Optimization exercise on an open flow, not production practice.
RTL: at most simulated, not proved equivalent.
Function not checked: runs 1, 3 and 9.
Clock network not from TritonCTS: runs 4 to 9.
The clock port is an ideal driver here.
Power: default activity.

==> design/flow/design.v <==
module performance_counter #(
    parameter COUNTER_WIDTH = 16
) (
    input  logic                        clk,
    input  logic                        rst_n,
    input  logic                        block_completed,
    output logic [COUNTER_WIDTH-1:0]    blocks_processed,
    output logic [COUNTER_WIDTH-1:0]    cycles_elapsed
);
    always_ff @(posedge clk or negedge rst_n) begin
        if (!rst_n)
            blocks_processed <= '0;
        else if (block_completed)
            blocks_processed <= blocks_processed + 1'b1;
    end
    always_ff @(posedge clk or negedge rst_n) begin
        if (!rst_n)
            cycles_elapsed <= '0;
        else
            cycles_elapsed <= cycles_elapsed + 1'b1;
    end
endmodule
module encrypt_engine #(
    parameter BLOCK_WIDTH = 32
) (
    input  logic [BLOCK_WIDTH-1:0]  data_in,
    output logic [BLOCK_WIDTH-1:0]  data_out
);
    localparam logic [8*32-1:0] KEYS = {
        32'h55555555, 32'hAAAAAAAA, 32'h76543210, 32'hFEDCBA98,
        32'h9ABCDEF0, 32'h12345678, 32'hCAFEBABE, 32'hDEADBEEF
    };
    always_comb begin
        data_out = data_in;
        for (int r = 0; r < 8; r++) begin
            data_out = data_out ^ KEYS[r*32 +: 32];
            data_out = {data_out[BLOCK_WIDTH-2:0], data_out[BLOCK_WIDTH-1]};
        end
    end
endmodule
module crypto_accelerator_top #(
    parameter BLOCK_WIDTH = 32,
    parameter COUNTER_WIDTH = 16
) (
    input  logic                        clk,
    input  logic                        rst_n,
    input  logic [BLOCK_WIDTH-1:0]      data_in,
    input  logic                        data_in_valid,
    output logic                        data_in_ready,
    output logic [BLOCK_WIDTH-1:0]      data_out,
    output logic                        data_out_valid,
    input  logic                        data_out_ready,
    output logic [COUNTER_WIDTH-1:0]    blocks_processed,
    output logic [COUNTER_WIDTH-1:0]    cycles_elapsed
);
    logic [BLOCK_WIDTH-1:0] encrypted;
    logic [BLOCK_WIDTH-1:0] skid_data;
    logic                   skid_valid;    
    logic                   in_ready;      
    logic                   out_empty;     
    logic                   out_load;
    encrypt_engine #(.BLOCK_WIDTH(BLOCK_WIDTH)) u_encrypt_engine (
        .data_in  (data_in),
        .data_out (encrypted)
    );
    assign data_in_ready = in_ready;
    assign out_load = out_empty || data_out_ready;
    always_ff @(posedge clk) begin
        if (!rst_n) begin
            data_out_valid <= 1'b0;
            out_empty      <= 1'b1;
            skid_valid     <= 1'b0;
            in_ready       <= 1'b1;
        end else if (out_load) begin
            data_out_valid <= skid_valid || data_in_valid;
            out_empty      <= !(skid_valid || data_in_valid);
            skid_valid     <= 1'b0;
            in_ready       <= 1'b1;
        end else if (!skid_valid) begin
            skid_valid     <= data_in_valid;
            in_ready       <= !data_in_valid;
        end
    end
    always_ff @(posedge clk) begin
        if (out_load)
            data_out <= skid_valid ? skid_data : encrypted;
    end
    always_ff @(posedge clk) begin
        if (!skid_valid)
            skid_data <= encrypted;
    end
    performance_counter #(.COUNTER_WIDTH(COUNTER_WIDTH)) u_performance_counter (
        .clk              (clk),
        .rst_n            (rst_n),
        .block_completed  (!out_empty && data_out_ready),
        .blocks_processed (blocks_processed),
        .cycles_elapsed   (cycles_elapsed)
    );
endmodule
==> design/flow/flow/run.sh <==
#!/bin/bash
# Own layout flow: the standard ORFS flow (standard.sh) with
#  - every input and output port buffered by a plain sky130_fd_sc_hd__buf_1
#    (timing repair sizes it as needed) instead of the delay buffer
#    buffer_ports picks by default;
set -euo pipefail
export BUFFER_PORTS_ARGS="-buffer_cell sky130_fd_sc_hd__buf_1"
export SETUP_MOVE_SEQUENCE="sizeup,swap"
export SKIP_GATE_CLONING=1
bash standard.sh > flow_make.log 2>&1
==> design/flow/standard.sh <==
#!/bin/bash
# synth_recipe.tcl (not shown) runs the flow's synth.tcl, then flattens the netlist and writes it again
# the make line also repeats each setting of config.mk as NAME=value (left out here)
make -C /OpenROAD-flow-scripts/flow DESIGN_CONFIG=/design/flow/config.mk WORK_HOME=/design/flow/orfs CLKGATE_MAP_FILE= SYNTH_SCRIPT=/design/flow/synth_recipe.tcl "${@:-finish}"
==> design/flow/config.mk <==
export PLATFORM = sky130hd
export DESIGN_NAME = crypto_accelerator_top
export DESIGN_NICKNAME = crypto_accelerator_top
export VERILOG_FILES = /design/flow/design.v
export SDC_FILE = /design/flow/constraint.sdc
export NUM_CORES = 4
export LEC_CHECK = 0
export CAP_MARGIN = 20
export CORE_MARGIN = 2
export CORE_UTILIZATION = 35
export SETUP_SLACK_MARGIN = 4
export SLEW_MARGIN = 20
==> design/flow/constraint.sdc <==
create_clock -name core_clock -period 6.0 [get_ports {clk}]
set_input_delay 1.2000 -clock core_clock [delete_from_list [all_inputs] [get_ports {clk}]]
set_output_delay 1.2000 -clock core_clock [all_outputs]
set_load 0.01 [all_outputs]
==> qor.csv, run 1 <==
metric;value;unit
critPathBufInv;2;
slowest_stage;clkinvlp_4;
cp_cell_sequence;buf_8 > nor2_4 > clkinvlp_4;
ys_seq_elements;100;
post-route-min-period;2.26;ns
grt_pass1_vias;2076;
die_y;104;um
grt_pass1_wl;10500;um
syn_area;3470;um2
grt_overflow;0;
ys_warn_count;3;
cts_buffer_depth;2;
path_class;in2reg;
syn2layout_area_growth;26.5;%
clock.fmax;0.442;GHz
root_buffer;clkbuf_8;
start_util;0.358;
syn_nets;281;
fin_ws;3.74;ns
portBuffers;101;
synthAdderAreaFrac;0.00721;
viasPerCell;4.39;
grt_max_degree;50;
total_leakage_power;1.86;nW
worst_slew_pin_slew;0.947;ns
drive_above_1_share;0.321;
rsz0062_at_grt;yes;
relSlewSlack;0.369;
diodes;0;
hpwl;4240;um
crit_path_start_kind;primary input;
dieArea;10700;um2
post-route-period-util;0.377;
synth_area_per_cell;14.3;um2
critPathMaxStageDelay;0.66;ns
layout.nets;388;
grt_use_total;0.124;
vias;2142;
finalMaxSlewViolations;0;
power_density;307;nW/um2
path_clk_slew;0.08;ns
muxShareOfSynthArea;0.0645;
crit_family;buffers and inverters;
cts_hold_buffers;0;
ant_nets;0;
cp-end-kind;flip-flop;
postPlaceCellArea;4010;um2
irDropWorstVdd;0.136;mV
netlist-cell-type-count;32;
core-area;9680;um2
dp_slack;3.29;ns
wl;6350;um
min_path_type;reg2reg;
path_max_fanout;33;
antenna_found_initial;0;
worst_ep_arrival_time;2.11;ns
synth_top_family_by_area;simple AND/OR/NAND/NOR gates;
gp_congestion;0.738;
rows;36;
drt-pass1-iter-count;4;
synth_compound_area_frac;0.0252;
drc;0;
cp.required;5.84;ns
outcome;no timing/DRC/antenna violations;
cap_violations;0;
ys_seq_area_frac;0.715;
finalSetupViolCount;0;
cts_tree;built;
post_synth_and_or_nand_nor_area_fraction;0.105;
cts_max_level;3;
drtIter0Drc;69;
numCtsBuffers;9;
cts_sinks;100;
finalPower;0.00135;W
syn_inst;243;
utilization;0.453;
worstSkewPairLatency;0.35;ns
synth_xor_xnor_area_share;0.0732;
setup_tns;0;ns
postLayoutCellArea;4390;um2
finalClockSkew;0.00985;ns
post-cts-setup-buffers;0;
hold_violations;0;
fp.dieW;104;um
io_pins;102;
post_drt_wl_per_cell;13.0;um
kinds of logic after synthesis:
logic type | Yosys count
xor+xnor | 29
mux | 20
fa+ha+maj | 2
simple gates | 68
compound gates | 16
flops | 100
buf+inv | 8
sequential cells by signal (all words and copies together) (netlist names):
name and cells:
u_performance_counter.blocks_processed 16, skid_valid 1, data_out_valid 1, in_ready 1, out_empty 1, skid_data 32, data_out 32, u_performance_counter.cycles_elapsed 16
cells in the final DEF (no fill, tap or decap), drive strengths merged, types with 9 or more instances in the layout:
cell and instances:
mux2 19, nand2 26, nand3 12, dfrtp 32
xnor2 19, buf 69, dfxtp 36, edfxtp 32
clkbuf 45, nor2 9, xor2 10, o21ai 14
metrics by stage:
step | hold WS [ns] | std cells
after floorplan | 0.431 | 243
after global placement | 0.442 | 472
after detailed placement | 0.456 | 472
after CTS | 0.477 | 488
after global routing | 0.497 | 488
final | 0.469 | 488
cell type report:
class                   instances  area, um2
inverters                       3       15.0
clock buffers                  13        160
clock inverters                 3       42.5
repair buffers                101        549
well taps                     133        166
fillers                       924       5290
flip-flops and latches        100       2490
multi-input cells             135        963
where the power goes:
part           internal, W  switching (W)  total (W)  leakage, nW
Combinational    0.0000674      0.0000601   0.000127        0.711
Clock             0.000220       0.000215   0.000435        0.104
Sequential        0.000753      0.0000326   0.000786         1.05
tightest hold or removal path, stage by stage (launching register included):
cell,delay (ns)
dfxtp_1,0.31
nand2_1,0.04
o21ai_0,0.08
what timing repair did:
item,in CTS,in global routing
setup endpoints to repair,99,100
gates resized for setup,40,52
endpoints found under the hold margin,0,0
pin swaps,1,1
cells in the mapped netlist:
| library cell | n | share of area |
|---|---|---|
| and2b_1 | 2 | 0.0043 |
| and3_1 | 2 | 0.0036 |
| and3_2 | 1 | 0.0022 |
| and3_4 | 1 | 0.0032 |
| and4_1 | 2 | 0.0050 |
| and4_4 | 1 | 0.0032 |
| and4b_1 | 1 | 0.0029 |
| buf_2 | 2 | 0.0029 |
| clkbuf_1 | 3 | 0.0032 |
| dfrtp_1 | 32 | 0.23 |
| dfxtp_1 | 36 | 0.21 |
| edfxtp_1 | 32 | 0.28 |
| ha_1 | 2 | 0.0072 |
| inv_1 | 3 | 0.0032 |
| mux2_2 | 19 | 0.062 |
| mux2i_1 | 1 | 0.0029 |
| nand2_1 | 26 | 0.028 |
| nand2b_1 | 1 | 0.0018 |
| nand3_1 | 11 | 0.016 |
| nand3_2 | 1 | 0.0029 |
| nand3b_1 | 1 | 0.0022 |
| nand4_1 | 3 | 0.0054 |
| nand4_2 | 1 | 0.0036 |
| nor2_1 | 9 | 0.0097 |
| nor2b_1 | 2 | 0.0036 |
| nor3_2 | 2 | 0.0058 |
| o211a_1 | 1 | 0.0029 |
| o21ai_0 | 14 | 0.020 |
| o31ai_1 | 1 | 0.0022 |
| or2_1 | 1 | 0.0018 |
| xnor2_1 | 19 | 0.048 |
| xor2_1 | 10 | 0.025 |
worst paths after layout:
kind                                   startpoint                                               endpoint  slack, ns  depth (start not counted)
setup / recovery                   data_out_ready                                 data_out[18]$_DFFE_PP_       3.74                          3
hold / removal              skid_data[14]$_DFF_P_                                  skid_data[14]$_DFF_P_       0.47                          2
setup reg to reg           out_empty$_SDFFE_PN1P_                                 data_out[18]$_DFFE_PP_       4.30                          2
hold reg to reg             skid_data[14]$_DFF_P_                                  skid_data[14]$_DFF_P_       0.47                          2
max in group asynchronous                   rst_n  u_performance_counter.blocks_processed[0]$_DFFE_PN0P_       4.57                          1
min in group asynchronous                   rst_n     u_performance_counter.cycles_elapsed[15]$_DFF_PN0_       0.90                          1
layer usage:
metal	track usage	wire length, um	up-vias
met5	0	0	-
met4	0.0463	93	0
met3	0.0510	414	9
met2	0.193	3030	56
met1	0.156	2810	1023
li1	-	-	1054
==> run 2, diff against run 1 <==
--- a/design/flow/design.v
+++ b/design/flow/design.v
@@ -65,7 +65,7 @@
     );
     assign data_in_ready = in_ready;
     assign out_load = out_empty || data_out_ready;
-    always_ff @(posedge clk) begin
+    always_ff @(posedge clk or negedge rst_n) begin
         if (!rst_n) begin
             data_out_valid <= 1'b0;
             out_empty      <= 1'b1;
--- a/design/flow/config.mk
+++ b/design/flow/config.mk
@@ -8,5 +8,7 @@
 export CAP_MARGIN = 20
 export CORE_MARGIN = 2
 export CORE_UTILIZATION = 35
+export CTS_CLUSTER_DIAMETER = 100
+export CTS_CLUSTER_SIZE = 50
 export SETUP_SLACK_MARGIN = 4
 export SLEW_MARGIN = 20
==> run 2 against run 1 <==
Net effect: non-clock buffer count did not move; combinational power up 31%; via count down 4.0%; first-iteration DRC count shrank 26%; total power up 3.9%; core utilization fell by 0.78 points; critical endpoint is now data_in_ready; highest routed layer unchanged.
==> qor.csv, run 2 <==
metric;value;unit
outcome;no timing/DRC/antenna violations;
layout_common_cells;43 x clkbuf_2, 36 x buf_1, 32 x edfxtp_1, 32 x dfxtp_1, 27 x dfrtp_1;
synth_area_per_cell;14.6;um2
grt_pass1_wl;9340;um
viasPerCell;4.28;
cap_violations;0;
min_path_type;reg2reg;
critPathBufInv;1;
cts_tree;built;
cp-end-kind;output port;
wl;5930;um
synth_flop_cell;dfrtp_1;
rsz0062_at_grt;yes;
power_density;324;nW/um2
reg_top3;data_out: 32 flops, skid_data: 32 flops;
hold_violations;0;
relSlewSlack;0.423;
fin_cells;481;
worst_slew_pin_slew;0.865;ns
grt_max_degree;49;
hpwl;4070;um
antenna_found_initial;0;
layout.nets;381;
crit_family;flip-flops;
drc;0;
rows;36;
path_clk_slew;0.09;ns
yosys.area.top_type;edfxtp_1;
ant_nets;0;
place_inst;465;
synth.cells.most_frequent;34 x dfrtp_1, 32 x dfxtp_1, 32 x edfxtp_1;
ys_seq_elements;100;
fp.dieW;103;um
finalMaxSlewViolations;0;
die_y;103;um
path_class;reg2out;
slowest_stage;dfstp_2;
finalSetupViolCount;0;
post-route-period-util;0.365;
yosys.area.top_type_share;0.278;
cts_buffer_depth;2;
syn2layout_area_growth;25.0;%
core-area;9680;um2
drt-pass1-iter-count;4;
worst_ep_arrival_time;0.99;ns
path_max_fanout;2;
numCtsBuffers;9;
gp_congestion;0.718;
setup_tns;0;ns
async_flop_share;0.360;
drive_above_1_share;0.325;
grt_overflow;0;
irDropWorstVdd;0.132;mV
diodes;0;
cts_sinks;100;
vias;2057;
post_drt_wl_per_cell;12.3;um
synth.top_cells.by_area;edfxtp_1 28%, dfrtp_1 25%, dfxtp_1 19%;
grt_use_total;0.115;
holdWs;0.475;ns
crit_path_start_kind;flip-flop;
netlist-cell-type-count;27;
cts_max_level;3;
drtIter0Drc;51;
total_leakage_power;1.91;nW
cp_cell_sequence;buf_6;
ys_warn_count;3;
critPathMaxStageDelay;0.55;ns
io_pins;102;
cp.required;4.80;ns
grt_pass1_vias;1965;
syn_area;3450;um2
final_common_cell;clkbuf_2;
root_buffer;clkbuf_8;
finalClockSkew;0.0114;ns
cts_hold_buffers;0;
ys_seq_area_frac;0.726;
synth_edf_count;32;
dieArea;10700;um2
syn_nets;274;
syn_inst;236;
post-cts-setup-buffers;0;
synth_most_common_cell;dfrtp_1;
clock.fmax;0.456;GHz
portBuffers;101;
post-route-min-period;2.19;ns
start_util;0.356;
worstSkewPairLatency;0.35;ns
-- run 2: cell types whose count changed after synthesis, sizes merged, moves of 3 or more --
cell / previous run / this run
dfxtp: 36 / 32
xor2: 10 / 14
xnor2: 19 / 15
and4: 3 / 0
nand2: 26 / 22
and3: 4 / 12
nand4: 4 / 1
-- run 2: metal layers --
| layer | part of all wire | up-vias | routed length (um) | GRT usage |
|---|---|---|---|---|
| li1 | - | 1029 | - | - |
| met4 | 0.017 | 0 | 100 | 0.0577 |
| met5 | 0 | - | 0 | 0 |
| met1 | 0.46 | 958 | 2720 | 0.151 |
| met3 | 0.056 | 8 | 329 | 0.0349 |
| met2 | 0.47 | 62 | 2780 | 0.172 |
-- run 2: timing repair --
| item | 4_1_cts | 5_1_grt |
|---|---|---|
| resized for setup | 26 | 55 |
| setup endpoints to repair | 66 | 68 |
| gates cloned | 0 | 0 |
| pin swaps | 0 | 1 |
-- run 2: layout make-up --
type,count,area (um2)
inverters,2,7.51
repair buffers,101,517
well taps,133,166
clock inverters,4,28.8
flip-flops and latches,100,2510
multi-input cells,129,927
clock buffers,12,156
fillers,914,5370
-- run 2: kinds of logic after synthesis --
logic type | after synthesis | synth area share
flip-flops | 100 | 0.726
AND/OR/NAND/NOR | 65 | 0.103
XOR/XNOR | 29 | 0.0736
multiplexers | 19 | 0.0620
AO/OA/AOI/OAI | 14 | 0.0203
buffers and inverters | 7 | 0.00834
adder cells (fa/ha/maj) | 2 | 0.00725
-- run 2: path summary, 6_finish.rpt --
check	startpoint	end	slack, ns	depth (start not counted)
setup / recovery	in_ready$_DFFE_PN1P_	data_in_ready	3.81	1
hold / removal	skid_data[30]$_DFF_P_	skid_data[30]$_DFF_P_	0.48	2
setup reg to reg	skid_valid$_DFF_PN0_	data_out[1]$_DFFE_PP_	4.38	1
hold reg to reg	skid_data[30]$_DFF_P_	skid_data[30]$_DFF_P_	0.48	2
max in group asynchronous	rst_n	u_performance_counter.blocks_processed[4]$_DFFE_PN0P_	4.45	1
min in group asynchronous	rst_n	u_performance_counter.blocks_processed[15]$_DFFE_PN0P_	0.95	1
-- run 2: power breakdown --
part           internal (W)  switching, W  total, W
sequential         0.000779     0.0000547  0.000834
combinational     0.0000849     0.0000808  0.000166
clock              0.000179      0.000222  0.000401
-- run 2: stage by stage --
| step | worst slack (ns) | instance area, um2 | total power, W | util |
|---|---|---|---|---|
| after detailed placement | 3.66 | 3990 | 0.000988 | 0.412 |
| after CTS | 3.78 | 4220 | 0.00140 | 0.436 |
| final | 3.81 | 4320 | 0.00140 | 0.446 |
| after floorplan | 3.99 | 3460 | 0.000922 | - |
| after global routing | 3.76 | 4320 | 0.00148 | 0.446 |
| after global placement | 3.72 | 3990 | 0.000983 | 0.412 |
Testbench counts of run 2, summed over its fixed seeds: cycles 11,071.
==> run 3, diff against run 2 <==
--- a/design/flow/design.v
+++ b/design/flow/design.v
@@ -7,13 +7,13 @@
     output logic [COUNTER_WIDTH-1:0]    blocks_processed,
     output logic [COUNTER_WIDTH-1:0]    cycles_elapsed
 );
-    always_ff @(posedge clk or negedge rst_n) begin
+    always_ff @(posedge clk) begin
         if (!rst_n)
             blocks_processed <= '0;
         else if (block_completed)
             blocks_processed <= blocks_processed + 1'b1;
     end
-    always_ff @(posedge clk or negedge rst_n) begin
+    always_ff @(posedge clk) begin
         if (!rst_n)
             cycles_elapsed <= '0;
         else
@@ -65,7 +65,7 @@
     );
     assign data_in_ready = in_ready;
     assign out_load = out_empty || data_out_ready;
-    always_ff @(posedge clk or negedge rst_n) begin
+    always_ff @(posedge clk) begin
         if (!rst_n) begin
             data_out_valid <= 1'b0;
             out_empty      <= 1'b1;
--- a/design/flow/config.mk
+++ b/design/flow/config.mk
@@ -8,7 +8,5 @@
 export CAP_MARGIN = 20
 export CORE_MARGIN = 2
 export CORE_UTILIZATION = 35
-export CTS_CLUSTER_DIAMETER = 100
-export CTS_CLUSTER_SIZE = 50
 export SETUP_SLACK_MARGIN = 4
 export SLEW_MARGIN = 20
==> run 3 against run 2 <==
Net effect: still clean; die area increased by 0.77%; total power decreased by 12%; maximum frequency decreased by 1.4%; global-route usage increased by 1.6 points; setup slack got worse by 0.031 ns; core utilization increased by 2.9 points; flip-flop and latch count unchanged; combinational power decreased by 55%; register-to-register slack got worse by 0.06 ns; critical path type is now in2reg; largest cell class unchanged; highest routed layer unchanged.
==> qor.csv, run 3 <==
metric;value;unit
synth_flop_cell;dfxtp_1;
grt_overflow;0;
syn_area;3480;um2
hold_violations;0;
viasPerCell;4.59;
r2r-end;u_performance_counter.cycles_elapsed[15]$_SDFF_PN0_;
relSlewSlack;0.382;
dieArea;10800;um2
power_density;265;nW/um2
irDropWorstVdd;0.131;mV
final_common_cell;buf_1;
layout.nets;429;
grt_use_total;0.130;
core-area;9730;um2
ys_seq_area_frac;0.667;
path_max_fanout;31;
holdWs;0.455;ns
layout_common_cells;41 x buf_1, 34 x buf_6, 33 x dfxtp_1;
finalPower;0.00123;W
drc;0;
cts_sinks;100;
post-route-period-util;0.370;
drive_above_1_share;0.354;
drtIter0Drc;104;
fill_cells;924;
syn_nets;328;
ant_nets;0;
ys_seq_elements;100;
synth_most_common_cell;dfxtp_1;
synth_area_per_cell;12.0;um2
cts_hold_buffers;0;
rsz0062_at_grt;yes;
post-cts-setup-buffers;0;
path_clk_slew;0.10;ns
start_util;0.358;
switching_share;0.240;
multi_input_area;1120;um2
intPower;0.000932;W
syn2layout_area_growth;32.8;%
reg_top3;data_out: 32 flops, skid_data: 32 flops;
root_buffer;clkbuf_8;
grt_max_degree;50;
worst_ep_arrival_time;2.50;ns
utilization;0.475;
antenna_found_initial;0;
post-route-min-period;2.22;ns
portBuffers;101;
synth.top_cells.by_area;dfxtp_1 39%, edfxtp_1 28%, mux2_2 5.8%;
total_leakage_power;1.66;nW
cp-end-kind;flip-flop;
cp.required;6.28;ns
clock.fmax;0.450;GHz
hold_path_end;u_performance_counter.cycles_elapsed[0]$_SDFF_PN0_;
ff_latch_area;2420;um2
cts_max_level;3;
worstSkewPairLatency;0.35;ns
finalSetupViolCount;0;
r2r_setup_slack;4.32;ns
gp_congestion;0.750;
outcome;no timing/DRC/antenna violations;
grt_pass1_wl;11400;um
cts_buffer_depth;2;
min_path_type;reg2reg;
io_pins;102;
yosys.area.top_type;dfxtp_1;
ys_warn_count;3;
numCtsBuffers;9;
hold_depth;1;
power.switching;0.000295;W
yosys.area.top_type_share;0.391;
netlist-cell-type-count;36;
grt_pass1_vias;2322;
syn_inst;290;
rows;36;
async_flop_share;0;
synth.cells.most_frequent;68 x dfxtp_1, 32 x edfxtp_1, 28 x nor2_1;
finalClockSkew;0.00764;ns
clock_power_share;0.335;
die_y;104;um
seq_power_share;0.604;
r2r_cells;4;
drt-pass1-iter-count;4;
vias;2427;
diodes;0;
synth_edf_count;32;
finalMaxSlewViolations;0;
worstReg2RegStart;u_performance_counter.cycles_elapsed[2]$_SDFF_PN0_;
worst_slew_pin_slew;0.927;ns
combPwrFrac;0.061;
hp-start;u_performance_counter.cycles_elapsed[0]$_SDFF_PN0_;
fp.dieW;104;um
cap_violations;0;
wl;6840;um
post_drt_wl_per_cell;12.9;um
setup_tns;0;ns
hpwl;4540;um
crit_path_start_kind;primary input;
path_class;in2reg;
cts_tree;built;
[run 3: changes by cell type after synthesis, sizes merged, moves of 6 or more]
cell / before / now
a21oi: 0 / 7
and3: 12 / 1
dfrtp: 34 / 0
dfxtp: 32 / 68
nor2: 9 / 28
xnor2: 15 / 9
[run 3: critical path: stages]
cell and delay, ns:
buf_12 0.10, clkinvlp_4 0.45, or4_1 0.66, o21ai_1 0.09
[run 3: worst max path at each step]
stage               cells after the start           start                                                      end
finish                                  4           rst_n   u_performance_counter.blocks_processed[9]$_SDFFE_PN0P_
global route                            3  data_out_ready                                   data_out[16]$_DFFE_PP_
CTS                                     3  data_out_ready                                   data_out[16]$_DFFE_PP_
detailed placement                      4           rst_n   u_performance_counter.blocks_processed[9]$_SDFFE_PN0P_
global placement                        4           rst_n   u_performance_counter.blocks_processed[9]$_SDFFE_PN0P_
floorplan                               5  data_out_ready  u_performance_counter.blocks_processed[14]$_SDFFE_PN0P_
[run 3: power groups by stage]
stage | sequential (W) | clock (W) | combinational [W]
6_report | 0.000741 | 0.000411 | 0.0000746
2_1_floorplan | 0.000773 | 0 | 0.0000274
5_1_grt | 0.000746 | 0.000454 | 0.0000824
4_1_cts | 0.000744 | 0.000424 | 0.0000719
3_5_place_dp | 0.000765 | 0 | 0.0000657
3_3_place_gp | 0.000764 | 0 | 0.0000646
[run 3: per-layer routing]
| metal | vias to the layer above | global-route usage | share of wire |
|---|---|---|---|
| met5 | - | 0 | 0 |
| met4 | 0 | 0.0463 | 0.015 |
| met3 | 10 | 0.0403 | 0.065 |
| met2 | 72 | 0.211 | 0.46 |
| met1 | 1118 | 0.165 | 0.46 |
| li1 | 1227 | - | - |
[run 3: kinds of logic after synthesis]
logic type,count (synthesis),share of synthesized area
flip-flops,100,0.667
AND/OR/NAND/NOR,99,0.142
AO/OA/AOI/OAI,34,0.0554
multiplexers,20,0.0640
XOR/XNOR,18,0.0453
buffers and inverters,17,0.0187
adder cells (fa/ha/maj),2,0.00719
[run 3: metrics by stage]
step	setup WS [ns]	std cells	area, um2
6_report	3.78	529	4620
5_1_grt	3.69	529	4620
4_1_cts	3.77	529	4560
3_5_place_dp	3.11	513	4000
3_3_place_gp	3.14	513	4000
2_1_floorplan	3.74	290	3500
[run 3: cell type report]
type / instances / share of cell area
Inverter: 6 / 0.00650
Clock buffer: 10 / 0.0298
Multi-Input combinational cell: 173 / 0.241
Tap cell: 133 / 0.0360
Timing Repair Buffer: 101 / 0.150
Sequential cell: 100 / 0.524
Clock inverter: 6 / 0.0122
[run 3: timing repair]
| item | in CTS | in global routing |
|---|---|---|
| gates cloned | 0 | 0 |
| endpoints found under the setup margin | 130 | 107 |
| pin swaps | 6 | 2 |
| resized for setup | 132 | 35 |
==> run 4, diff against run 3 <==
--- a/design/flow/design.v
+++ b/design/flow/design.v
@@ -7,11 +7,11 @@
     output logic [COUNTER_WIDTH-1:0]    blocks_processed,
     output logic [COUNTER_WIDTH-1:0]    cycles_elapsed
 );
+    logic [COUNTER_WIDTH-1:0] blocks_next;
+    assign blocks_next = rst_n ? blocks_processed + 1'b1 : '0;
     always_ff @(posedge clk) begin
-        if (!rst_n)
-            blocks_processed <= '0;
-        else if (block_completed)
-            blocks_processed <= blocks_processed + 1'b1;
+        if (block_completed || !rst_n)
+            blocks_processed <= blocks_next;
     end
     always_ff @(posedge clk) begin
         if (!rst_n)
==> design/flow/flow/run.sh (replaced) <==
#!/bin/bash
# Own layout flow: the standard ORFS flow (standard.sh) with
#  - every input and output port buffered by a plain sky130_fd_sc_hd__buf_1
#    (timing repair sizes it as needed) instead of the delay buffer
#    buffer_ports picks by default;
#  - ORFS's cts step replaced by flow/cts.tcl: a balanced one-level clock
#    tree (the clock port drives 4 clkbuf_16, each driving a cluster of
#    flip-flops), then setup repair aiming at REPAIR_MARGIN ns of slack;
#  - the same setup margin for the repair after global routing.
# Each step's output goes to its own log in the work folder (flow_place.log,
# flow_cts.log, flow_finish.log); ORFS's steps also keep their logs under
# orfs/logs/.
set -euo pipefail
REPAIR_MARGIN=${REPAIR_MARGIN:-4.3}
export BUFFER_PORTS_ARGS="-buffer_cell sky130_fd_sc_hd__buf_1"
bash standard.sh place > flow_place.log 2>&1
RESULTS_DIR=orfs/results/$FLOW_PLATFORM/crypto_accelerator_top/base \
PLATFORM_DIR=$FLOW_HOME/platforms/$FLOW_PLATFORM \
CTS_CLOCK_PORT=clk CTS_NBUF=4 CTS_BUF_CELL=sky130_fd_sc_hd__clkbuf_16 \
CTS_REPAIR_MARGIN=$REPAIR_MARGIN \
  openroad -no_init -exit flow/cts.tcl > flow_cts.log 2>&1
export SETUP_SLACK_MARGIN=$REPAIR_MARGIN
bash standard.sh > flow_finish.log 2>&1
==> design/flow/flow/cts.tcl (new file) <==
# Clock tree step, in place of ORFS's cts step: a one-level tree in which the
# clock port drives CTS_NBUF buffers (CTS_BUF_CELL), each driving the
# flip-flops of one cluster (k-means on the flip-flop positions). The tree is
# balanced: every flip-flop is one buffer from the port. Then setup repair
# aiming at CTS_REPAIR_MARGIN ns of slack, hold repair, and legalization.
# Reads 3_place.odb/.sdc and writes 4_1_cts.odb and 4_cts.sdc in RESULTS_DIR.
set P $::env(PLATFORM_DIR)
set R $::env(RESULTS_DIR)
read_liberty $P/lib/sky130_fd_sc_hd__tt_025C_1v80.lib
read_db $R/3_place.odb
read_sdc $R/3_place.sdc
source $P/setRC.tcl
set_dont_use [list sky130_fd_sc_hd__probe_p_8 sky130_fd_sc_hd__probec_p_8 sky130_fd_sc_hd__lpflow_*]

set block [ord::get_db_block]
set clknet [[$block findBTerm $::env(CTS_CLOCK_PORT)] getNet]
set sinks {}
foreach it [$clknet getITerms] {
  set inst [$it getInst]
  lappend sinks [list $it {*}[$inst getLocation]]
}
set n [llength $sinks]
set k $::env(CTS_NBUF)
puts "clock sinks: $n, clusters: $k"
# k-means, seeded with sinks sorted by angle around the centroid
set cx 0; set cy 0
foreach s $sinks { set cx [expr {$cx + [lindex $s 1]}]; set cy [expr {$cy + [lindex $s 2]}] }
set cx [expr {$cx / double($n)}]; set cy [expr {$cy / double($n)}]
set sorted [lsort -real -index 3 [lmap s $sinks { list {*}$s [expr {atan2([lindex $s 2]-$cy, [lindex $s 1]-$cx)}] }]]
set cent {}
for {set c 0} {$c < $k} {incr c} {
  set s [lindex $sorted [expr {int(($c + 0.5) * $n / $k)}]]
  lappend cent [list [lindex $s 1] [lindex $s 2]]
}
for {set iter 0} {$iter < 50} {incr iter} {
  set sumx [lrepeat $k 0.0]; set sumy [lrepeat $k 0.0]; set cnt [lrepeat $k 0]
  set assign {}
  foreach s $sorted {
    set best 0; set bd 1e30
    for {set c 0} {$c < $k} {incr c} {
      set d [expr {abs([lindex $s 1]-[lindex $cent $c 0]) + abs([lindex $s 2]-[lindex $cent $c 1])}]
      if {$d < $bd} { set bd $d; set best $c }
    }
    lappend assign $best
    lset sumx $best [expr {[lindex $sumx $best] + [lindex $s 1]}]
    lset sumy $best [expr {[lindex $sumy $best] + [lindex $s 2]}]
    lset cnt $best [expr {[lindex $cnt $best] + 1}]
  }
  for {set c 0} {$c < $k} {incr c} {
    if {[lindex $cnt $c] > 0} {
      lset cent $c [list [expr {[lindex $sumx $c] / [lindex $cnt $c]}] [expr {[lindex $sumy $c] / [lindex $cnt $c]}]]
    }
  }
}
puts "cluster sizes: $cnt"
set master [[ord::get_db] findMaster $::env(CTS_BUF_CELL)]
set bufs {}
for {set c 0} {$c < $k} {incr c} {
  set inst [odb::dbInst_create $block $master "clkbuf_leaf_$c"]
  set net [odb::dbNet_create $block "clknet_leaf_$c"]
  $net setSigType CLOCK
  [$inst findITerm A] connect $clknet
  [$inst findITerm X] connect $net
  $inst setLocation [expr {int([lindex $cent $c 0])}] [expr {int([lindex $cent $c 1])}]
  $inst setPlacementStatus PLACED
  lappend bufs $net
}
foreach s $sorted a $assign {
  set it [lindex $s 0]
  $it disconnect
  $it connect [lindex $bufs $a]
}
$clknet setSigType CLOCK
detailed_placement
set_propagated_clock [all_clocks]
estimate_parasitics -placement
report_clock_latency
report_worst_slack -max -digits 3
repair_timing -setup -setup_margin $::env(CTS_REPAIR_MARGIN) -repair_tns 100 -match_cell_footprint -verbose
repair_timing -hold -hold_margin 0 -match_cell_footprint -verbose
detailed_placement
check_placement -verbose
estimate_parasitics -placement
report_clock_latency
report_worst_slack -max -digits 3
report_checks -group_path_count 5 -format end
write_db $R/4_1_cts.odb
write_sdc -no_timestamp $R/4_cts.sdc
--- a/design/flow/config.mk
+++ b/design/flow/config.mk
@@ -7,6 +7,5 @@
 export LEC_CHECK = 0
 export CAP_MARGIN = 20
 export CORE_MARGIN = 2
-export CORE_UTILIZATION = 35
-export SETUP_SLACK_MARGIN = 4
+export CORE_UTILIZATION = 55
 export SLEW_MARGIN = 20
==> run 4 against run 3 <==
Net effect: still clean; critical path depth down 3; synthesized area up 5.4%; sequential power up 5.5%; clock power down 32%; first-iteration DRC count down 1.9%; worst hold slack better by 0.026 ns; clock skew up 0.023 ns; combinational power up 130%; sequential share of layout area down 4.5 points; total power up 0.55%; core utilization up 35 points.
==> qor.csv, run 4 <==
metric;value;unit
outcome;no timing/DRC/antenna violations;
layout.nets;481;
drive_above_1_share;0.447;
portBuffers;101;
wl;8670;um
cp-end-kind;output port;
yosys.area.top_type_share;0.393;
grt_overflow;0;
layout_common_cells;48 x edfxtp_1, 42 x buf_4, 41 x buf_1;
netlist-cell-type-count;32;
fp.dieW;85.6;um
worst_slew_pin_slew;0.551;ns
crit_path_start_kind;flip-flop;
path_max_fanout;2;
irDropWorstVdd;0.252;mV
path_clk_slew;0.11;ns
viasPerCell;5.19;
fill_cells;357;
async_flop_share;0;
syn2layout_area_growth;43.5;%
fin_ws;4.06;ns
synth_area_per_cell;13.0;um2
finalClockSkew;0.0311;ns
grt_pass1_vias;2561;
switching_share;0.208;
start_util;0.574;
worstSkewPairLatency;0.17;ns
path_class;reg2out;
hold_depth;1;
grt_use_met2;0.379;
ys_seq_elements;100;
reg_top3;data_out: 32 flops, skid_data: 32 flops;
yosys.area.top_type;edfxtp_1;
rsz0062_at_grt;yes;
intPower;0.000977;W
finalMaxSlewViolations;0;
ys_seq_area_frac;0.677;
grt_pass1_wl;12100;um
syn_inst;282;
post-route-period-util;0.323;
grt_busiest_layer;met2;
min_path_type;reg2reg;
power.switching;0.000257;W
drc;0;
cp.required;4.80;ns
crit_family;flip-flops;
synth_flop_cell;dfxtp_1;
drtIter0Drc;102;
critPathBufInv;1;
cp_cell_sequence;clkbuf_2;
grt_max_degree;50;
r2r_cells;5;
synth.cells.most_frequent;52 x dfxtp_1, 48 x edfxtp_1, 26 x and2_1;
synth.top_cells.by_area;edfxtp_1 39%, dfxtp_1 28%, mux2_2 5.5%;
antenna_found_initial;0;
clock.fmax;0.516;GHz
combPwrFrac;0.139;
setup_tns;0;ns
ant_nets;0;
postPlaceCellArea;4130;um2
vias;2687;
hold_violations;0;
rows;29;
synth_edf_count;48;
relSlewSlack;0.632;
finalSetupViolCount;0;
post-route-min-period;1.94;ns
io_pins;102;
post_drt_wl_per_cell;16.7;um
die_y;85.6;um
worst_ep_arrival_time;0.74;ns
postLayoutCellArea;5260;um2
critPathMaxStageDelay;0.42;ns
worstReg2RegStart;u_performance_counter.blocks_processed[1]$_SDFFCE_PN0P_;
syn_area;3670;um2
drt-pass1-iter-count;4;
dieArea;7330;um2
slowest_stage;edfxtp_1;
grt_use_total;0.202;
core-area;6390;um2
finalPower;0.00123;W
diodes;0;
hp-start;skid_data[6]$_DFF_P_;
synth_most_common_cell;dfxtp_1;
dp_slack;3.48;ns
ys_warn_count;3;
total_leakage_power;2.20;nW
grt_use_met3;0.0404;
cap_violations;0;
seq_power_share;0.634;
cp_num_cells;1;
use_met1;0.253;
hpwl;4400;um
power_density;234;nW/um2
gp_congestion;0.735;
syn_nets;320;
final_common_cell;edfxtp_1;
startpoint;u_performance_counter.blocks_processed[12]$_SDFFCE_PN0P_;
clock_power_share;0.227;
-- run 4: cell count changes after synthesis, moves of 4 or more --
cell / delta
and2_1: +25
nor2_1: -20
dfxtp_1: -16
edfxtp_1: +16
a21oi_1: -7
nand2_1: -5
or4_1: -4
-- run 4: kinds of logic (layout without fill, tap and decap cells) --
group / count (synthesis) / count (layout) / share of synthesized area
buffers and inverters: 17 / 176 / 0.0177
xor gates and xnor gates: 24 / 24 / 0.0573
AOI/OAI and AO/OA: 21 / 21 / 0.0321
muxes: 21 / 21 / 0.0635
adders and majority gates: 2 / 2 / 0.00682
and+or+nand+nor: 97 / 97 / 0.145
DFF: 100 / 100 / 0.677
-- run 4: path summary, 6_finish.rpt --
check | slack (ns) | to
min reg2reg | 0.48 | skid_data[6]$_DFF_P_
min | 0.48 | skid_data[6]$_DFF_P_
max | 4.06 | blocks_processed[12]
max reg2reg | 4.11 | u_performance_counter.blocks_processed[14]$_SDFFCE_PN0P_
-- run 4: area by class of cell --
cell class	count	area (um2)	share of cell area
tap	77	96.3	0.0183
timing repair buffer	165	1270	0.242
sequential	100	2520	0.479
inverter	7	33.8	0.00642
multi-input combinational	165	1240	0.235
buffer	4	100	0.0190
-- run 4: through the flow --
| step | std cells | hold slack, ns | utilization |
|---|---|---|---|
| finish | 518 | 0.481 | 0.824 |
| global route | 518 | 0.504 | 0.824 |
| detailed placement | 453 | 0.456 | 0.646 |
| global placement | 453 | 0.443 | 0.646 |
| floorplan | 282 | 0.431 | - |
-- run 4: power by group through the flow --
stage               registers, W  logic (W)  clock network (W)
detailed placement      0.000806  0.0000929                  0
global placement        0.000804  0.0000910                  0
global route            0.000787   0.000186           0.000304
floorplan               0.000816  0.0000393                  0
finish                  0.000782   0.000172           0.000280
-- run 4: per-layer routing --
layer,share of wire,vias to the layer above,wire length (um)
li1,-,1310,-
met2,0.54,65,4650
met4,0.010,0,89
met3,0.057,10,494
met1,0.40,1302,3440
met5,0,-,0
Testbench counts of run 4, summed over its fixed seeds: cycles 11,071.
==> run 5, diff against run 4 <==
--- a/design/flow/config.mk
+++ b/design/flow/config.mk
@@ -7,5 +7,5 @@
 export LEC_CHECK = 0
 export CAP_MARGIN = 20
 export CORE_MARGIN = 2
-export CORE_UTILIZATION = 55
+export CORE_UTILIZATION = 35
 export SLEW_MARGIN = 20
==> run 5 against run 4 <==
Net effect: critical endpoint is now blocks_processed[0]; via count down 4.1%; total power up 0.16%; global-route usage down 7.3 points; sequential power about the same; highest routed layer unchanged; clock power up 3%; wire length down 12%; synthesized cell count unchanged; worst hold slack worse by 0.0042 ns; synthesized area unchanged; first-iteration DRC count down 49%.
==> qor.csv, run 5 <==
metric;value;unit
total_leakage_power;2.15;nW
path_max_fanout;4;
post-route-period-util;0.326;
hpwl;4590;um
fill_cells;902;
syn_inst;282;
power_density;234;nW/um2
drive_above_1_share;0.423;
layout.nets;475;
synth_area_per_cell;13.0;um2
crit_family;flip-flops;
synthAdderAreaFrac;0.00683;
grt_pass1_wl;12100;um
antenna_found_initial;0;
viasPerCell;4.51;
fp.dieW;106;um
diodes;0;
r2r_setup_slack;4.14;ns
critPathMaxStageDelay;0.44;ns
ant_nets;0;
finalSetupViolCount;0;
dieArea;11300;um2
drc;0;
r2r-end;u_performance_counter.blocks_processed[14]$_SDFFCE_PN0P_;
worst_ep_arrival_time;0.76;ns
slowest_stage;edfxtp_1;
crit_path_start_kind;flip-flop;
ys_warn_count;3;
min_path_type;reg2reg;
cp-end-kind;output port;
post-route-min-period;1.96;ns
synth_top_family_by_area;simple AND/OR/NAND/NOR gates;
gp_congestion;0.726;
yosys.area.top_type;edfxtp_1;
path_class;reg2out;
post_synth_and_or_nand_nor_area_fraction;0.145;
drt-pass1-iter-count;4;
path_clk_slew;0.09;ns
reg_top3;data_out: 32 flops, skid_data: 32 flops;
synth_flop_cell;dfxtp_1;
finalClockSkew;0.0137;ns
hp-start;skid_data[27]$_DFF_P_;
rsz0062_at_grt;yes;
worstReg2RegStart;u_performance_counter.blocks_processed[9]$_SDFFCE_PN0P_;
grt_pass1_vias;2427;
seq_power_share;0.632;
yosys.area.top_type_share;0.393;
setup_tns;0;ns
muxShareOfSynthArea;0.0635;
grt_use_total;0.129;
clock_power_share;0.233;
layout_common_cells;48 x edfxtp_1, 43 x buf_1, 42 x buf_4;
finalMaxSlewViolations;0;
r2r_cells;6;
netlist-cell-type-count;32;
synth_xor_xnor_area_share;0.0573;
holdWs;0.476;ns
synth.cells.most_frequent;52 x dfxtp_1, 48 x edfxtp_1, 26 x and2_1;
clock.fmax;0.512;GHz
start_util;0.358;
ys_seq_elements;100;
core-area;10200;um2
switching_share;0.211;
vias;2576;
async_flop_share;0;
combPwrFrac;0.135;
rows;37;
cap_violations;0;
hold_depth;1;
synth.top_cells.by_area;edfxtp_1 39%, dfxtp_1 28%, mux2_2 5.5%;
io_pins;102;
synth_edf_count;48;
cp_cell_sequence;buf_1;
grt_overflow;0;
synth_compound_area_frac;0.0321;
die_y;106;um
portBuffers;101;
final_common_cell;edfxtp_1;
worstSkewPairLatency;0.16;ns
relSlewSlack;0.637;
hold_violations;0;
syn_nets;320;
power.switching;0.000261;W
irDropWorstVdd;0.148;mV
critPathBufInv;1;
post_drt_wl_per_cell;13.4;um
grt_max_degree;50;
cp.required;4.80;ns
syn2layout_area_growth;43.9;%
syn_area;3670;um2
intPower;0.000975;W
hold_path_end;skid_data[27]$_DFF_P_;
synth_most_common_cell;dfxtp_1;
ys_seq_area_frac;0.677;
worst_slew_pin_slew;0.545;ns
drtIter0Drc;52;
outcome;no timing/DRC/antenna violations;
wl;7640;um
## run 5: cell counts after synthesis
No cell type changed its count.
## run 5: metal layers
metal	vias up	track usage	wire, um
li1	1296	-	-
met1	1210	0.182	3460
met2	61	0.212	3620
met3	9	0.0239	433
met4	0	0.0207	125
met5	-	0	0
## run 5: worst max-delay path by stage
stage | to | slack [ns] | depth (start not counted) | from
after floorplan | u_performance_counter.blocks_processed[0]$_SDFFCE_PN0P_ | 3.19 | 2 | data_out_ready
after global placement | data_out[16]$_DFFE_PP_ | 3.50 | 4 | data_out_ready
after detailed placement | data_out[15]$_DFFE_PP_ | 3.47 | 4 | data_out_ready
after global routing | blocks_processed[1] | 4.01 | 1 | u_performance_counter.blocks_processed[1]$_SDFFCE_PN0P_
final | blocks_processed[0] | 4.04 | 1 | u_performance_counter.blocks_processed[0]$_SDFFCE_PN0P_
## run 5: power groups by stage
stage	combinational (W)	clock (W)	sequential, W
3_5_place_dp	0.0000931	0	0.000807
2_1_floorplan	0.0000393	0	0.000816
5_1_grt	0.000183	0.000316	0.000786
6_report	0.000167	0.000287	0.000781
3_3_place_gp	0.0000918	0	0.000806
## run 5: cell families after synthesis
logic type / count (synthesis)
AO/OA/AOI/OAI: 21
XOR/XNOR: 24
adder cells (fa/ha/maj): 2
buffers and inverters: 17
flip-flops: 100
multiplexers: 21
AND/OR/NAND/NOR: 97
## run 5: through the flow
step	instances	util	total power, W	instance area, um2	worst slack [ns]
2_1_floorplan	282	-	0.000855	3670	3.19
3_3_place_gp	512	0.411	0.000897	4200	3.50
3_5_place_dp	512	0.411	0.000900	4200	3.47
5_1_grt	571	0.516	0.00129	5280	4.01
6_report	571	0.516	0.00124	5280	4.04
## run 5: cell type report
class	instances	area [um2]	area share
Buffer	4	100	0.0190
Inverter	7	31.3	0.00593
Multi-Input combinational cell	165	1230	0.233
Sequential cell	100	2520	0.478
Tap cell	136	170	0.0323
Timing Repair Buffer	159	1220	0.231
==> run 6, diff against run 5 <==
--- a/design/flow/flow/run.sh
+++ b/design/flow/flow/run.sh
@@ -11,7 +11,7 @@
 # flow_cts.log, flow_finish.log); ORFS's steps also keep their logs under
 # orfs/logs/.
 set -euo pipefail
-REPAIR_MARGIN=${REPAIR_MARGIN:-4.3}
+REPAIR_MARGIN=${REPAIR_MARGIN:-4.1}
 export BUFFER_PORTS_ARGS="-buffer_cell sky130_fd_sc_hd__buf_1"
 bash standard.sh place > flow_place.log 2>&1
 RESULTS_DIR=orfs/results/$FLOW_PLATFORM/crypto_accelerator_top/base \
==> run 6 against run 5 <==
Net effect: global-route usage down 1.2 points; register-to-register slack worse by 0.02 ns; wire length decreased by 7.1%; critical endpoint is now blocks_processed[1]; flip-flop and latch count did not move.
==> qor.csv, run 6 <==
metric;value;unit
outcome;no timing/DRC/antenna violations;
fp.dieW;106;um
critPathMaxStageDelay;0.45;ns
finalPower;0.00121;W
min_path_type;reg2reg;
combPwrFrac;0.119;
synth_most_common_cell;dfxtp_1;
grt_use_total;0.117;
vias;2483;
ys_warn_count;3;
drive_above_1_share;0.324;
post_drt_wl_per_cell;12.8;um
intPower;0.000959;W
hold_violations;0;
synth_flop_cell;dfxtp_1;
drc;0;
finalClockSkew;0.0121;ns
path_max_fanout;4;
start_util;0.358;
switching_share;0.208;
fill_cells;951;
drt-pass1-iter-count;4;
total_leakage_power;1.97;nW
irDropWorstVdd;0.148;mV
syn_inst;282;
clock_power_share;0.236;
synth_edf_count;48;
syn_area;3670;um2
grt_pass1_wl;11100;um
dieArea;11300;um2
cp-end-kind;output port;
power_density;250;nW/um2
hold_path_end;skid_data[27]$_DFF_P_;
hp-start;skid_data[27]$_DFF_P_;
diodes;0;
portBuffers;101;
reg_top3;data_out: 32 flops, skid_data: 32 flops;
hold_depth;1;
r2r-end;u_performance_counter.blocks_processed[14]$_SDFFCE_PN0P_;
worstReg2RegStart;u_performance_counter.blocks_processed[1]$_SDFFCE_PN0P_;
wl;7100;um
holdWs;0.476;ns
yosys.area.top_type;edfxtp_1;
synth.cells.most_frequent;52 x dfxtp_1, 48 x edfxtp_1, 26 x and2_1;
synth.top_cells.by_area;edfxtp_1 39%, dfxtp_1 28%, mux2_2 5.5%;
worstSkewPairLatency;0.16;ns
utilization;0.474;
path_clk_slew;0.09;ns
cp.required;4.80;ns
worst_slew_pin_slew;0.922;ns
drtIter0Drc;63;
syn_nets;320;
gp_congestion;0.726;
power.switching;0.000252;W
antenna_found_initial;0;
rows;37;
die_y;106;um
setup_tns;0;ns
hpwl;4590;um
finalSetupViolCount;0;
synth_area_per_cell;13.0;um2
yosys.area.top_type_share;0.393;
crit_path_start_kind;flip-flop;
cap_violations;0;
async_flop_share;0;
crit_family;flip-flops;
critPathBufInv;1;
seq_power_share;0.645;
final_common_cell;buf_1;
grt_max_degree;50;
post-route-period-util;0.327;
r2r_cells;5;
cp_cell_sequence;buf_1;
io_pins;102;
viasPerCell;4.49;
r2r_setup_slack;4.12;ns
syn2layout_area_growth;32.3;%
grt_overflow;0;
netlist-cell-type-count;32;
rsz0062_at_grt;yes;
grt_pass1_vias;2245;
ys_seq_area_frac;0.677;
worst_ep_arrival_time;0.76;ns
layout_common_cells;52 x buf_1, 48 x edfxtp_1, 36 x clkbuf_2;
core-area;10200;um2
finalMaxSlewViolations;0;
path_class;reg2out;
ant_nets;0;
relSlewSlack;0.385;
slowest_stage;edfxtp_1;
clock.fmax;0.509;GHz
post-route-min-period;1.96;ns
layout.nets;457;
ys_seq_elements;100;
==> run 6: cell count changes in the layout (fill, tap and decap cells not counted), moves of 3 or more <==
cell | before | now
and2_4 | 9 | 0
nor4_1 | 1 | 4
and2_1 | 17 | 26
nor4_2 | 4 | 1
buf_2 | 6 | 11
buf_4 | 42 | 29
clkbuf_2 | 31 | 36
buf_16 | 4 | 1
buf_6 | 23 | 3
buf_1 | 43 | 52
==> run 6: stage by stage <==
stage          cells  setup slack, ns  cell area (um2)
2_1_floorplan    282             3.19             3670
3_3_place_gp     512             3.50             4200
3_5_place_dp     512             3.47             4200
5_1_grt          553             4.01             4850
6_report         553             4.04             4850
==> run 6: logic make-up (layout without fill, tap and decap cells) <==
| family | count (synthesis) | in the layout | synth area share |
|---|---|---|---|
| flops | 100 | 100 | 0.677 |
| simple gates | 97 | 97 | 0.145 |
| xor+xnor | 24 | 24 | 0.0573 |
| compound gates | 21 | 21 | 0.0321 |
| mux | 21 | 21 | 0.0635 |
| buf+inv | 17 | 152 | 0.0177 |
| fa+ha+maj | 2 | 2 | 0.00682 |
==> run 6: cell type report <==
type / instances / area, um2 / share of cell area
Buffer: 4 / 100 / 0.0206
Inverter: 7 / 31.3 / 0.00645
Multi-Input combinational cell: 165 / 1130 / 0.233
Sequential cell: 100 / 2520 / 0.519
Tap cell: 136 / 170 / 0.0351
Timing Repair Buffer: 141 / 900 / 0.186
==> run 6: power groups by stage <==
stage / Sequential (W) / Combinational [W] / Clock, W
floorplan: 0.000816 / 0.0000393 / 0
global placement: 0.000806 / 0.0000918 / 0
detailed placement: 0.000807 / 0.0000931 / 0
global route: 0.000787 / 0.000159 / 0.000315
finish: 0.000781 / 0.000144 / 0.000286
==> run 6: worst max path at each step <==
stage | from | end | depth (start not counted)
6_report | u_performance_counter.blocks_processed[1]$_SDFFCE_PN0P_ | blocks_processed[1] | 1
3_3_place_gp | data_out_ready | data_out[16]$_DFFE_PP_ | 4
3_5_place_dp | data_out_ready | data_out[15]$_DFFE_PP_ | 4
5_1_grt | u_performance_counter.blocks_processed[0]$_SDFFCE_PN0P_ | blocks_processed[0] | 1
2_1_floorplan | data_out_ready | u_performance_counter.blocks_processed[0]$_SDFFCE_PN0P_ | 2
==> run 6: per-layer routing <==
layer | share of wire | global-route usage | vias up | wire length (um)
li1 | - | - | 1261 | -
met1 | 0.46 | 0.168 | 1159 | 3290
met2 | 0.46 | 0.185 | 56 | 3280
met3 | 0.060 | 0.0239 | 7 | 428
met4 | 0.015 | 0.0188 | 0 | 105
met5 | 0 | 0 | - | 0
==> run 7, diff against run 6 <==
--- a/design/flow/flow/run.sh
+++ b/design/flow/flow/run.sh
@@ -11,7 +11,7 @@
 # flow_cts.log, flow_finish.log); ORFS's steps also keep their logs under
 # orfs/logs/.
 set -euo pipefail
-REPAIR_MARGIN=${REPAIR_MARGIN:-4.1}
+REPAIR_MARGIN=${REPAIR_MARGIN:-4.0}
 export BUFFER_PORTS_ARGS="-buffer_cell sky130_fd_sc_hd__buf_1"
 bash standard.sh place > flow_place.log 2>&1
 RESULTS_DIR=orfs/results/$FLOW_PLATFORM/crypto_accelerator_top/base \
--- a/design/flow/config.mk
+++ b/design/flow/config.mk
@@ -7,5 +7,5 @@
 export LEC_CHECK = 0
 export CAP_MARGIN = 20
 export CORE_MARGIN = 2
-export CORE_UTILIZATION = 35
+export CORE_UTILIZATION = 55
 export SLEW_MARGIN = 20
==> run 7 against run 6 <==
Net effect: combinational power down 24%; die area shrank 35%; synthesized cell count stayed put; synthesized area stayed put; total power shrank 3.2%; sequential power increased by 0.6%; register-to-register slack about the same; still clean on timing, DRC and antenna; critical path type unchanged; critical path depth did not move; clock skew rose by 0.018 ns; largest cell class unchanged; core utilization increased by 21 points; setup slack got worse by 0.013 ns.
==> qor.csv, run 7 <==
metric;value;unit
fp.dieW;85.6;um
cp-end-kind;output port;
grt_pass1_wl;10400;um
finalClockSkew;0.0296;ns
synth.top_cells.by_area;edfxtp_1 39%, dfxtp_1 28%, mux2_2 5.5%;
syn_inst;282;
rsz0062_at_grt;no;
wl;6350;um
utilization;0.684;
synth_most_common_cell;dfxtp_1;
worstSkewPairLatency;0.17;ns
syn_area;3670;um2
async_flop_share;0;
fin_cells;472;
path_class;reg2out;
finalSetupViolCount;0;
start_util;0.574;
hold_violations;0;
ys_seq_elements;100;
layout.nets;435;
worst_ep_arrival_time;0.78;ns
r2r_setup_slack;4.11;ns
fill_cells;517;
place_inst;453;
crit_path_start_kind;flip-flop;
slowest_stage;edfxtp_1;
cp_cell_sequence;buf_1;
finalPower;0.00117;W
synth.cells.most_frequent;52 x dfxtp_1, 48 x edfxtp_1, 26 x and2_1;
drtIter0Drc;86;
portBuffers;101;
power_density;268;nW/um2
netlist-cell-type-count;32;
post_drt_wl_per_cell;13.5;um
vias;2378;
hpwl;4400;um
core-area;6390;um2
hold_path_end;data_out_valid$_SDFFE_PN0P_;
r2r-end;u_performance_counter.blocks_processed[14]$_SDFFCE_PN0P_;
dieArea;7330;um2
ant_nets;0;
relSlewSlack;0.394;
worst_slew_pin_slew;0.909;ns
critPathBufInv;1;
synth_flop_cell;dfxtp_1;
drt-pass1-iter-count;4;
synth_edf_count;48;
finalMaxSlewViolations;0;
syn_nets;320;
cap_violations;0;
gp_congestion;0.735;
viasPerCell;5.04;
io_pins;102;
grt_pass1_vias;2253;
yosys.area.top_type;edfxtp_1;
crit_family;flip-flops;
post-route-period-util;0.329;
irDropWorstVdd;0.262;mV
final_common_cell;buf_1;
worstReg2RegStart;u_performance_counter.blocks_processed[0]$_SDFFCE_PN0P_;
grt_max_degree;50;
reg_top3;data_out: 32 flops, skid_data: 32 flops;
r2r_cells;5;
hold_depth;2;
path_max_fanout;5;
rows;29;
ys_seq_area_frac;0.677;
drive_above_1_share;0.127;
grt_use_total;0.171;
yosys.area.top_type_share;0.393;
path_clk_slew;0.09;ns
cp.required;4.80;ns
antenna_found_initial;0;
clock.fmax;0.506;GHz
post-route-min-period;1.98;ns
total_leakage_power;1.63;nW
hp-start;data_out_valid$_SDFFE_PN0P_;
layout_common_cells;101 x buf_1, 48 x edfxtp_1, 48 x dfxtp_1;
outcome;no timing/DRC/antenna violations;
drc;0;
ys_warn_count;3;
syn2layout_area_growth;19.2;%
diodes;0;
synth_area_per_cell;13.0;um2
setup_tns;0;ns
min_path_type;reg2reg;
critPathMaxStageDelay;0.47;ns
grt_overflow;0;
die_y;85.6;um
[run 7: worst max-delay path by stage]
stage	startpoint	to	slack, ns	depth (start not counted)
global placement	data_out_ready	data_out[30]$_DFFE_PP_	3.49	4
finish	u_performance_counter.blocks_processed[7]$_SDFFCE_PN0P_	blocks_processed[7]	4.02	1
detailed placement	data_out_ready	data_out[30]$_DFFE_PP_	3.48	4
floorplan	data_out_ready	u_performance_counter.blocks_processed[0]$_SDFFCE_PN0P_	3.19	2
global route	u_performance_counter.blocks_processed[11]$_SDFFCE_PN0P_	blocks_processed[11]	4.00	1
[run 7: where the power goes]
part	internal (W)	total, W	switching, W
sequential	0.000764	0.000786	0.0000220
combinational	0.0000490	0.000109	0.0000601
clock	0.000122	0.000278	0.000156
total	0.000935	0.00117	0.000238
[run 7: per-layer routing]
layer / track usage / share of wire / vias up
met5: 0 / 0 / -
met4: 0.0101 / 0.0063 / 0
met3: 0.0423 / 0.075 / 4
met2: 0.298 / 0.48 / 60
met1: 0.228 / 0.44 / 1107
li1: - / - / 1207
[run 7: logic make-up after synthesis]
group / count (synthesis) / synth area share
muxes: 21 / 0.0635
and+or+nand+nor: 97 / 0.145
AOI/OAI and AO/OA: 21 / 0.0321
DFF: 100 / 0.677
xor gates and xnor gates: 24 / 0.0573
adders and majority gates: 2 / 0.00682
buffers and inverters: 17 / 0.0177
[run 7: area by class of cell]
type                    count  area (um2)  share of cell area
inverters                   7        26.3             0.00601
flip-flops and latches    100        2490               0.569
multi-input cells         165        1130               0.259
repair buffers            119         529               0.121
well taps                  77        96.3              0.0221
plain buffers               4         100              0.0229
[run 7: through the flow]
step / worst slack [ns] / cell area, um2 / hold slack (ns)
6_report: 4.02 / 4370 / 0.472
5_1_grt: 4.00 / 4370 / 0.504
3_5_place_dp: 3.48 / 4130 / 0.456
3_3_place_gp: 3.49 / 4130 / 0.443
2_1_floorplan: 3.19 / 3670 / 0.431
==> run 8, diff against run 7 <==
--- a/design/flow/config.mk
+++ b/design/flow/config.mk
@@ -5,7 +5,8 @@
 export SDC_FILE = /design/flow/constraint.sdc
 export NUM_CORES = 4
 export LEC_CHECK = 0
+export ABC_AREA = 1
 export CAP_MARGIN = 20
 export CORE_MARGIN = 2
-export CORE_UTILIZATION = 55
+export CORE_UTILIZATION = 35
 export SLEW_MARGIN = 20
==> run 8 against run 7 <==
Net effect: still clean on timing, DRC and antenna; global-route usage is 3.8 points lower; via count is 23% higher; first-iteration DRC count is 70% higher; synthesized cell count is 44% higher; total power is 0.87% higher; worst hold slack worse by 0.013 ns; wire length is 24% higher; maximum frequency is 0.39% lower; largest cell class unchanged.
==> qor.csv, run 8 <==
metric;value;unit
outcome;no timing/DRC/antenna violations;
start_util;0.363;
yosys.area.top_type_share;0.381;
synth_flop_cell;dfxtp_1;
async_flop_share;0;
syn_nets;444;
drtIter0Drc;146;
portBuffers;101;
worst_ep_arrival_time;0.78;ns
slowest_stage;edfxtp_1;
crit_family;flip-flops;
grt_overflow;0;
layout_common_cells;137 x nand2_1, 101 x buf_1, 57 x nor2_1;
path_max_fanout;4;
core-area;10400;um2
syn_inst;406;
ys_seq_area_frac;0.656;
synth.top_cells.by_area;edfxtp_1 38%, dfxtp_1 28%, nand2_1 14%;
critPathBufInv;1;
path_clk_slew;0.09;ns
finalClockSkew;0.0194;ns
dp_slack;3.77;ns
hold_violations;0;
fin_ws;4.02;ns
grt_max_degree;49;
worstSkewPairLatency;0.17;ns
grt_pass1_vias;2737;
synth_most_common_cell;nand2_1;
holdWs;0.459;ns
diodes;0;
syn2layout_area_growth;20.1;%
clock.fmax;0.504;GHz
wl;7900;um
viasPerCell;4.48;
yosys.area.top_type;edfxtp_1;
finalSetupViolCount;0;
ys_seq_elements;100;
worst_slew_pin_slew;0.532;ns
min_path_type;reg2reg;
cp_cell_sequence;buf_1;
crit_path_start_kind;flip-flop;
rows;37;
utilization;0.436;
critPathMaxStageDelay;0.47;ns
fp.dieW;108;um
netlist-cell-type-count;26;
synth_edf_count;48;
final_common_cell;nand2_1;
synth_area_per_cell;9.32;um2
post-route-min-period;1.98;ns
power_density;260;nW/um2
relSlewSlack;0.643;
syn_area;3780;um2
grt_pass1_wl;12900;um
cp-end-kind;output port;
drc;0;
rsz0062_at_grt;yes;
die_y;108;um
drive_above_1_share;0.0638;
post_drt_wl_per_cell;12.1;um
drt-pass1-iter-count;4;
dieArea;11700;um2
cap_violations;0;
ant_nets;0;
path_class;reg2out;
total_leakage_power;1.79;nW
layout.nets;557;
ys_warn_count;3;
irDropWorstVdd;0.268;mV
finalPower;0.00118;W
hpwl;5550;um
finalMaxSlewViolations;0;
antenna_found_initial;0;
gp_congestion;0.861;
post-route-period-util;0.331;
grt_use_total;0.133;
io_pins;102;
synth.cells.most_frequent;137 x nand2_1, 57 x nor2_1, 52 x dfxtp_1;
reg_top3;data_out: 32 flops, skid_data: 32 flops;
cp.required;4.80;ns
vias;2923;
setup_tns;0;ns
run 8: cell count changes in the layout (fill, tap and decap cells not counted), moves of 9 or more:
cell | before | now
mux2_2 | 18 | 0
a21oi_1 | 0 | 10
nand2_1 | 22 | 137
and2_1 | 26 | 0
inv_1 | 6 | 33
xor2_1 | 12 | 3
nor2_1 | 8 | 57
xnor2_1 | 12 | 0
run 8: final timing paths:
| path | startpoint | end | slack (ns) | cells past startpoint |
|---|---|---|---|---|
| min | skid_data[19]$_DFF_P_ | skid_data[19]$_DFF_P_ | 0.46 | 2 |
| min reg2reg | skid_data[19]$_DFF_P_ | skid_data[19]$_DFF_P_ | 0.46 | 2 |
| max | u_performance_counter.blocks_processed[4]$_SDFFCE_PN0P_ | blocks_processed[4] | 4.02 | 1 |
| max reg2reg | u_performance_counter.blocks_processed[0]$_SDFFCE_PN0P_ | u_performance_counter.blocks_processed[14]$_SDFFCE_PN0P_ | 4.44 | 9 |
run 8: metrics by stage:
step	cell area, um2	std cells
floorplan	3780	406
global placement	4320	638
detailed placement	4320	638
global route	4540	653
finish	4540	653
run 8: cells by family after synthesis:
kind of cell / synth area share
compound gates: 0.0556
flops: 0.656
xor+xnor: 0.00695
simple gates: 0.228
fa+ha+maj: 0.00661
buf+inv: 0.0463
run 8: worst min-delay path, cell delays in order, from the launching register on:
cell	delay (ns)
dfxtp_1	0.32
nand2_1	0.05
nand2_1	0.07
run 8: where the power goes:
part	internal, W	leakage (nW)	total, W	switching (W)
Sequential	0.000765	0.934	0.000786	0.0000212
Clock	0.000122	0.0493	0.000285	0.000163
Combinational	0.0000413	0.806	0.000112	0.0000705
run 8: layout make-up:
cell class                 instances  area [um2]
sequential                       100        2490
inverter                          36         139
fill                            1070        5870
tap                              136         170
timing repair buffer             116         519
multi-input combinational        261        1120
buffer                             4         100
run 8: layer usage:
metal	GRT usage	routed length [um]
met5	0	0
met4	0.0110	71
met3	0.0374	701
met2	0.229	3610
met1	0.175	3520
==> run 9, diff against run 8 <==
--- a/design/flow/design.v
+++ b/design/flow/design.v
@@ -13,7 +13,7 @@
         if (block_completed || !rst_n)
             blocks_processed <= blocks_next;
     end
-    always_ff @(posedge clk) begin
+    always_ff @(posedge clk or negedge rst_n) begin
         if (!rst_n)
             cycles_elapsed <= '0;
         else
--- a/design/flow/config.mk
+++ b/design/flow/config.mk
@@ -5,7 +5,6 @@
 export SDC_FILE = /design/flow/constraint.sdc
 export NUM_CORES = 4
 export LEC_CHECK = 0
-export ABC_AREA = 1
 export CAP_MARGIN = 20
 export CORE_MARGIN = 2
 export CORE_UTILIZATION = 35
==> run 9 against run 8 <==
Net effect: still clean; largest power group unchanged; core utilization barely moved; setup slack improved by 0.0028 ns; first-iteration DRC count fell by 11%.
==> qor.csv, run 9 <==
metric;value;unit
outcome;no timing/DRC/antenna violations;
crit_path_start_kind;flip-flop;
place_inst;495;
diodes;0;
grt_overflow;0;
path_max_fanout;4;
cp.required;4.80;ns
power.switching;0.000239;W
drc;0;
vias;2314;
critPathBufInv;1;
fin_cells;518;
irDropWorstVdd;0.220;mV
critPathMaxStageDelay;0.46;ns
switching_share;0.204;
drt-pass1-iter-count;4;
grt_max_degree;50;
syn2layout_area_growth;22.6;%
async_flop_share;0.160;
rows;37;
seq_power_share;0.668;
syn_nets;301;
grt_pass1_vias;2289;
combPwrFrac;0.092;
layout.nets;422;
intPower;0.000933;W
io_pins;102;
hold_violations;0;
syn_inst;263;
antenna_found_initial;0;
setup_tns;0;ns
worst_ep_arrival_time;0.78;ns
yosys.area.top_type_share;0.398;
finalMaxSlewViolations;0;
hpwl;4680;um
finalClockSkew;0.0156;ns
worst_slew_pin_slew;0.932;ns
post-route-min-period;1.98;ns
ys_seq_elements;100;
synth.top_cells.by_area;edfxtp_1 40%, dfxtp_1 20%, dfrtp_1 11%;
synth_most_common_cell;edfxtp_1;
synth.cells.most_frequent;48 x edfxtp_1, 36 x dfxtp_1, 24 x nand2_1;
crit_family;flip-flops;
ant_nets;0;
total_leakage_power;1.71;nW
postPlaceCellArea;4160;um2
synth_area_per_cell;13.8;um2
cp-end-kind;output port;
viasPerCell;4.47;
worstReg2RegStart;u_performance_counter.blocks_processed[0]$_SDFFCE_PN0P_;
finalSetupViolCount;0;
synth_flop_cell;edfxtp_1;
yosys.area.top_type;edfxtp_1;
power_density;264;nW/um2
netlist-cell-type-count;30;
hp-start;skid_data[11]$_DFF_P_;
clock_power_share;0.240;
grt_pass1_wl;11200;um
holdWs;0.473;ns
worstSkewPairLatency;0.16;ns
layout_common_cells;100 x buf_1, 48 x edfxtp_1, 35 x dfxtp_1;
post-route-period-util;0.330;
core-area;10200;um2
rsz0062_at_grt;yes;
post_drt_wl_per_cell;13.4;um
postLayoutCellArea;4440;um2
relSlewSlack;0.378;
path_class;reg2out;
synth_edf_count;48;
path_clk_slew;0.10;ns
clock.fmax;0.505;GHz
run 9: cell types whose count changed after synthesis, sizes merged, moves of 4 or more:
cell / before / now
dfxtp: 52 / 36
dfrtp: 0 / 16
mux2: 0 / 18
xnor2: 0 / 10
nand2: 139 / 24
inv: 35 / 8
and2: 0 / 13
nor4: 0 / 4
xor2: 3 / 16
nor2: 61 / 12
o21ai: 26 / 16
a21oi: 10 / 0
nand4: 2 / 7
run 9: per-layer routing:
layer / vias to the layer above / share of wire / track usage
met5: - / 0 / 0
li1: 1146 / - / -
met1: 1108 / 0.44 / 0.159
met2: 54 / 0.50 / 0.214
met4: 0 / 0.012 / 0.0141
met3: 6 / 0.047 / 0.0161
run 9: kinds of logic after synthesis:
group,Yosys count,synth area share
buffers and inverters,16,0.0187
muxes,20,0.0615
xor gates and xnor gates,26,0.0629
DFF,100,0.707
and+or+nand+nor,80,0.114
AOI/OAI and AO/OA,19,0.0290
adders and majority gates,2,0.00691
run 9: cell type report:
| cell class | instances | area, um2 |
|---|---|---|
| fill | 992 | 5740 |
| sequential | 100 | 2570 |
| multi-input combinational | 147 | 1010 |
| timing repair buffer | 123 | 566 |
| tap | 136 | 170 |
| buffer | 4 | 100 |
| inverter | 8 | 30.0 |
run 9: worst reg2reg max path: stages (launching register included):
cell	delay [ns]
edfxtp_1	0.38
buf_4	0.14
ha_1	0.20
nand4_1	0.26
nor4_1	0.36
xor2_1	0.12
and2_1	0.17
run 9: path summary, 6_finish.rpt:
kind                                                                       endpoint  slack [ns]  depth (start not counted)
setup / recovery                                                blocks_processed[7]        4.02                          1
hold / removal                                                skid_data[11]$_DFF_P_        0.47                          2
setup reg to reg           u_performance_counter.blocks_processed[14]$_SDFFCE_PN0P_        4.14                          6
hold reg to reg                                               skid_data[11]$_DFF_P_        0.47                          2
max in group asynchronous         u_performance_counter.cycles_elapsed[0]$_DFF_PN0_        4.74                          2
min in group asynchronous        u_performance_counter.cycles_elapsed[14]$_DFF_PN0_        1.00                          2
run 9: per-stage QoR:
step | util | total power [W] | setup WS, ns
finish | 0.436 | 0.00117 | 4.02
global placement | 0.408 | 0.000888 | 3.57
detailed placement | 0.408 | 0.000892 | 3.52
floorplan | - | 0.000847 | 3.19
global route | 0.436 | 0.00122 | 4.00
run 9: power by group through the flow:
| stage | Sequential, W | Clock (W) | Combinational, W |
|---|---|---|---|
| after global placement | 0.000800 | 0 | 0.0000885 |
| after global routing | 0.000788 | 0.000311 | 0.000120 |
| after floorplan | 0.000811 | 0 | 0.0000352 |
| after detailed placement | 0.000802 | 0 | 0.0000901 |
| final | 0.000782 | 0.000281 | 0.000108 |
